This is an optimization exercise on Yosys and OpenROAD, whose aim is small area, not a production implementation.
Function was checked by simulation only, so behaviour that the tests miss may differ from the original.
No activity file was given, so power comes from the tool's default toggle rates. No driver is modelled on the clock port, so clocking that relies on it looks cheaper here than on a real chip.

## run 1
## NV_NVDLA_NOCIF_DRAM_READ_ig
module NV_NVDLA_NOCIF_DRAM_READ_ig (
   nvdla_core_clk
  ,nvdla_core_rstn
  ,pwrbus_ram_pd
  ,eg2ig_axi_vld
  ,client02mcif_lat_fifo_depth
  ,client02mcif_rd_cdt_lat_fifo_pop
  ,client02mcif_rd_req_valid
  ,client02mcif_rd_req_ready
  ,client02mcif_rd_req_pd
  ,client02mcif_rd_wt
  ,client02mcif_rd_axid
  ,client12mcif_lat_fifo_depth
  ,client12mcif_rd_cdt_lat_fifo_pop
  ,client12mcif_rd_req_valid
  ,client12mcif_rd_req_ready
  ,client12mcif_rd_req_pd
  ,client12mcif_rd_wt
  ,client12mcif_rd_axid
  ,client22mcif_lat_fifo_depth
  ,client22mcif_rd_cdt_lat_fifo_pop
  ,client22mcif_rd_req_valid
  ,client22mcif_rd_req_ready
  ,client22mcif_rd_req_pd
  ,client22mcif_rd_wt
  ,client22mcif_rd_axid
  ,client32mcif_lat_fifo_depth
  ,client32mcif_rd_cdt_lat_fifo_pop
  ,client32mcif_rd_req_valid
  ,client32mcif_rd_req_ready
  ,client32mcif_rd_req_pd
  ,client32mcif_rd_wt
  ,client32mcif_rd_axid
  ,client42mcif_lat_fifo_depth
  ,client42mcif_rd_cdt_lat_fifo_pop
  ,client42mcif_rd_req_valid
  ,client42mcif_rd_req_ready
  ,client42mcif_rd_req_pd
  ,client42mcif_rd_wt
  ,client42mcif_rd_axid
  ,client52mcif_lat_fifo_depth
  ,client52mcif_rd_cdt_lat_fifo_pop
  ,client52mcif_rd_req_valid
  ,client52mcif_rd_req_ready
  ,client52mcif_rd_req_pd
  ,client52mcif_rd_wt
  ,client52mcif_rd_axid
  ,client62mcif_lat_fifo_depth
  ,client62mcif_rd_cdt_lat_fifo_pop
  ,client62mcif_rd_req_valid
  ,client62mcif_rd_req_ready
  ,client62mcif_rd_req_pd
  ,client62mcif_rd_wt
  ,client62mcif_rd_axid
  ,client72mcif_lat_fifo_depth
  ,client72mcif_rd_cdt_lat_fifo_pop
  ,client72mcif_rd_req_valid
  ,client72mcif_rd_req_ready
  ,client72mcif_rd_req_pd
  ,client72mcif_rd_wt
  ,client72mcif_rd_axid
  ,reg2dp_rd_os_cnt
  ,cq_wr_pd
  ,cq_wr_pvld
  ,cq_wr_prdy
  ,cq_wr_thread_id
  ,mcif2noc_axi_ar_araddr
  ,mcif2noc_axi_ar_arready
  ,mcif2noc_axi_ar_arid
  ,mcif2noc_axi_ar_arlen
  ,mcif2noc_axi_ar_arvalid
);
==> flow/config.mk <==
export PLATFORM = sky130hd
export DESIGN_NAME = NV_NVDLA_NOCIF_DRAM_READ_ig
export DESIGN_NICKNAME = NV_NVDLA_NOCIF_DRAM_READ_ig
export VERILOG_FILES = /design/flow/design.v
export SDC_FILE = /design/flow/constraint.sdc
export NUM_CORES = 4
export LEC_CHECK = 0
export CAP_MARGIN = 20
export CORE_MARGIN = 2
export CORE_UTILIZATION = 65
export PLACE_DENSITY = 0.75
export SETUP_SLACK_MARGIN = 0.05
export SLEW_MARGIN = 20
==> flow/constraint.sdc <==
create_clock -name core_clock -period 6.0 [get_ports {nvdla_core_clk}]
set_input_delay 1.2000 -clock core_clock [delete_from_list [all_inputs] [get_ports {nvdla_core_clk}]]
set_output_delay 1.2000 -clock core_clock [all_outputs]
set_load 0.01 [all_outputs]
standard.sh (not shown) runs the stock make flow with config.mk's settings and CLKGATE_MAP_FILE= SYNTH_SCRIPT=/design/flow/synth_recipe.tcl, a recipe that flattens the netlist after the stock synthesis.
==> flow/flow/run.sh <==
#!/bin/bash
# The standard layout (the standard.sh, standard synthesis unchanged), with
# two changes: the port buffers are buf_1 cells, and clock tree synthesis uses
# larger sink clusters and no dummy loads. Tool output goes to standard.log.
export BUFFER_PORTS_ARGS="-buffer_cell sky130_fd_sc_hd__buf_1"
export CTS_ARGS="-sink_clustering_enable -repair_clock_nets -dont_use_dummy_load -sink_clustering_size 25 -sink_clustering_max_diameter 80"
bash standard.sh > standard.log 2>&1
Both conditions hold for run 1: the flow ran to the end and the final layout passed the timing, DRC and antenna checks.
Input changes introduced in run 2 (baseline for comparison: run 1):
Settings: changing PLACE_DENSITY from 0.75 to 0.8; changing SLEW_MARGIN from 20 to 5; changing SETUP_SLACK_MARGIN from 0.05 to 0.0; changing CAP_MARGIN from 20 to 5; changing CORE_UTILIZATION from 65 to 70.
Findings:
- Row period utilization: run 2 higher / run 1 lower
- Re sequential cell count of the final layout: no difference whatsoever between run 1 and run 2.
- Run 2 ended up with a higher buffers inserted during post-CTS setup optimization than run 1 did.
- Minimum period implied by the final worst setup slack up 0.11 ns in run 2 wrt run 1
- Any difference in switching share of power between run 1 and run 2 is small enough to ignore.
- Overall power after layout delta (run 2 -> run 1): insignificant
- Run 2 has starting density of the core above what run 1 had.
- ~same area occupied by multi-input gates in run 2 and run 1
> inputs changed (run 2 -> run 3)
Settings: SETUP_SLACK_MARGIN changed from 0.0 to 0.05; CAP_MARGIN changed from 5 to 20; SLEW_MARGIN changed from 5 to 20; PLACE_DENSITY changed from 0.8 to 0.75; CORE_UTILIZATION changed from 70 to 65.
==> flow/flow/run.sh <==
#!/bin/bash
# The standard layout (the standard.sh, standard synthesis unchanged), with
# these changes: the port buffers are buf_1 cells; clock tree synthesis uses
# larger sink clusters and no dummy loads; and after global routing, cells on
# paths with spare slack are downsized (RECOVER_POWER). Tool output goes to
# standard.log.
export BUFFER_PORTS_ARGS="-buffer_cell sky130_fd_sc_hd__buf_1"
export CTS_ARGS="-sink_clustering_enable -repair_clock_nets -dont_use_dummy_load -sink_clustering_size 30 -sink_clustering_max_diameter 100"
export RECOVER_POWER=100
bash standard.sh > standard.log 2>&1
### Flow results
The final report for run 3 shows a completed flow and a layout that fails verification, specifically max-capacitance violations, max-slew violations. From run 2 to run 3 the numbers moved as follows: minimum clock period fell 0.065 ns, routed length per instance fell by about 3%, reported clock group power dropped 7.4%.
--- input diff run 3..run 4 ---
Settings: swapping 20 for 5 in SLEW_MARGIN; swapping 20 for 5 in CAP_MARGIN.
==> flow/flow/run.sh <==
#!/bin/bash
# The standard layout (the standard.sh, standard synthesis unchanged), with
# two changes: the port buffers are buf_1 cells, and clock tree synthesis uses
# larger sink clusters and no dummy loads. Tool output goes to standard.log.
export BUFFER_PORTS_ARGS="-buffer_cell sky130_fd_sc_hd__buf_1"
export CTS_ARGS="-sink_clustering_enable -repair_clock_nets -dont_use_dummy_load -sink_clustering_size 25 -sink_clustering_max_diameter 80"
bash standard.sh > standard.log 2>&1
==> summary.txt <==
- The final layout from run 4, which completed every stage, passed the timing, DRC and antenna checks at the end of the flow.
- Run 4 has multi-input combinational cell area above what run 3 had.
- ~same insertion delay of the later-clocked pin in the worst-skew pair in run 4 and run 3
- On total power draw, the lower figure sits with run 3, not run 4.
Inputs modified between run 4 and run 5:
==> flow/flow/run.sh <==
#!/bin/bash
# The standard layout (the standard.sh, standard synthesis unchanged), with
# two changes: the port buffers are buf_1 cells, and clock tree synthesis uses
# clkbuf_8 buffers, set sink clusters and no dummy loads. Tool output goes to standard.log.
export BUFFER_PORTS_ARGS="-buffer_cell sky130_fd_sc_hd__buf_1"
export CTS_ARGS="-sink_clustering_enable -repair_clock_nets -dont_use_dummy_load -sink_clustering_size 18 -sink_clustering_max_diameter 60 -buf_list sky130_fd_sc_hd__clkbuf_8"
bash standard.sh > standard.log 2>&1
==> comparison <==
Run 5 against run 4: transition time of the tightest slew-check pin moved up, area fraction of clock buffers and clock inverters fell 0.52 points, remaining max-slew budget at the tightest pin went down 1.0 points, post-route fraction of the period consumed by the critical path saw an increase, final-layout clock buffer total now sits higher. Area of all placed cells without fillers was lower in the run labelled run 5. [compare] base=run 4 new=run 5: multi-input gate share of the layout cell area stayed essentially flat; power fell by 2.2%. Total routed wirelength across run 4 and run 5: no real change. Measured against each other, run 4 and run 5 differ in number of cells in the finished layout apart from fillers, the lower figure coming from run 4. Re post-route worst setup slack: run 4 and run 5 aren't equal, and the higher value belongs to run 4.

## static timing again, ports no longer ideal
Ports are ideal in the flow. The routed layouts listed here were re-timed in OpenROAD. Step 1 (the two cells are an assumption about what drives the block):
set clk [get_ports {nvdla_core_clk}]
set_driving_cell -lib_cell sky130_fd_sc_hd__clkbuf_16 $clk
set_driving_cell -lib_cell sky130_fd_sc_hd__buf_2 [delete_from_list [all_inputs] $clk]
Step 2, shift: input delay + t, output delay - t, t = (earliest + latest rising clock arrival at the registers) / 2. This alone moves slack from input paths to output paths. a / b / c = ideal / step 1 / step 2; a / b = the first two.
run	t (ns)	slack for setup (ns)	worst setup path at the end	clock arrival spread, ns
run 1	0.809	0.195 / 0.195 / -0.052	input to register	0.054 / 0.054
run 2	0.807	0.088 / 0.088 / -0.131	input to register	0.053 / 0.054
run 3	0.799	0.153 / 0.153 / -0.442	input to register	0.058 / 0.059
run 4	0.801	0.194 / 0.194 / 0.002	input to register	0.069 / 0.068
run 5	0.942	0.180 / 0.180 / -0.074	input to register	0.091 / 0.091
For run 3, which loses most, drivers alone change the setup slack by 0.000 ns; drivers and shift together by -0.595 ns.
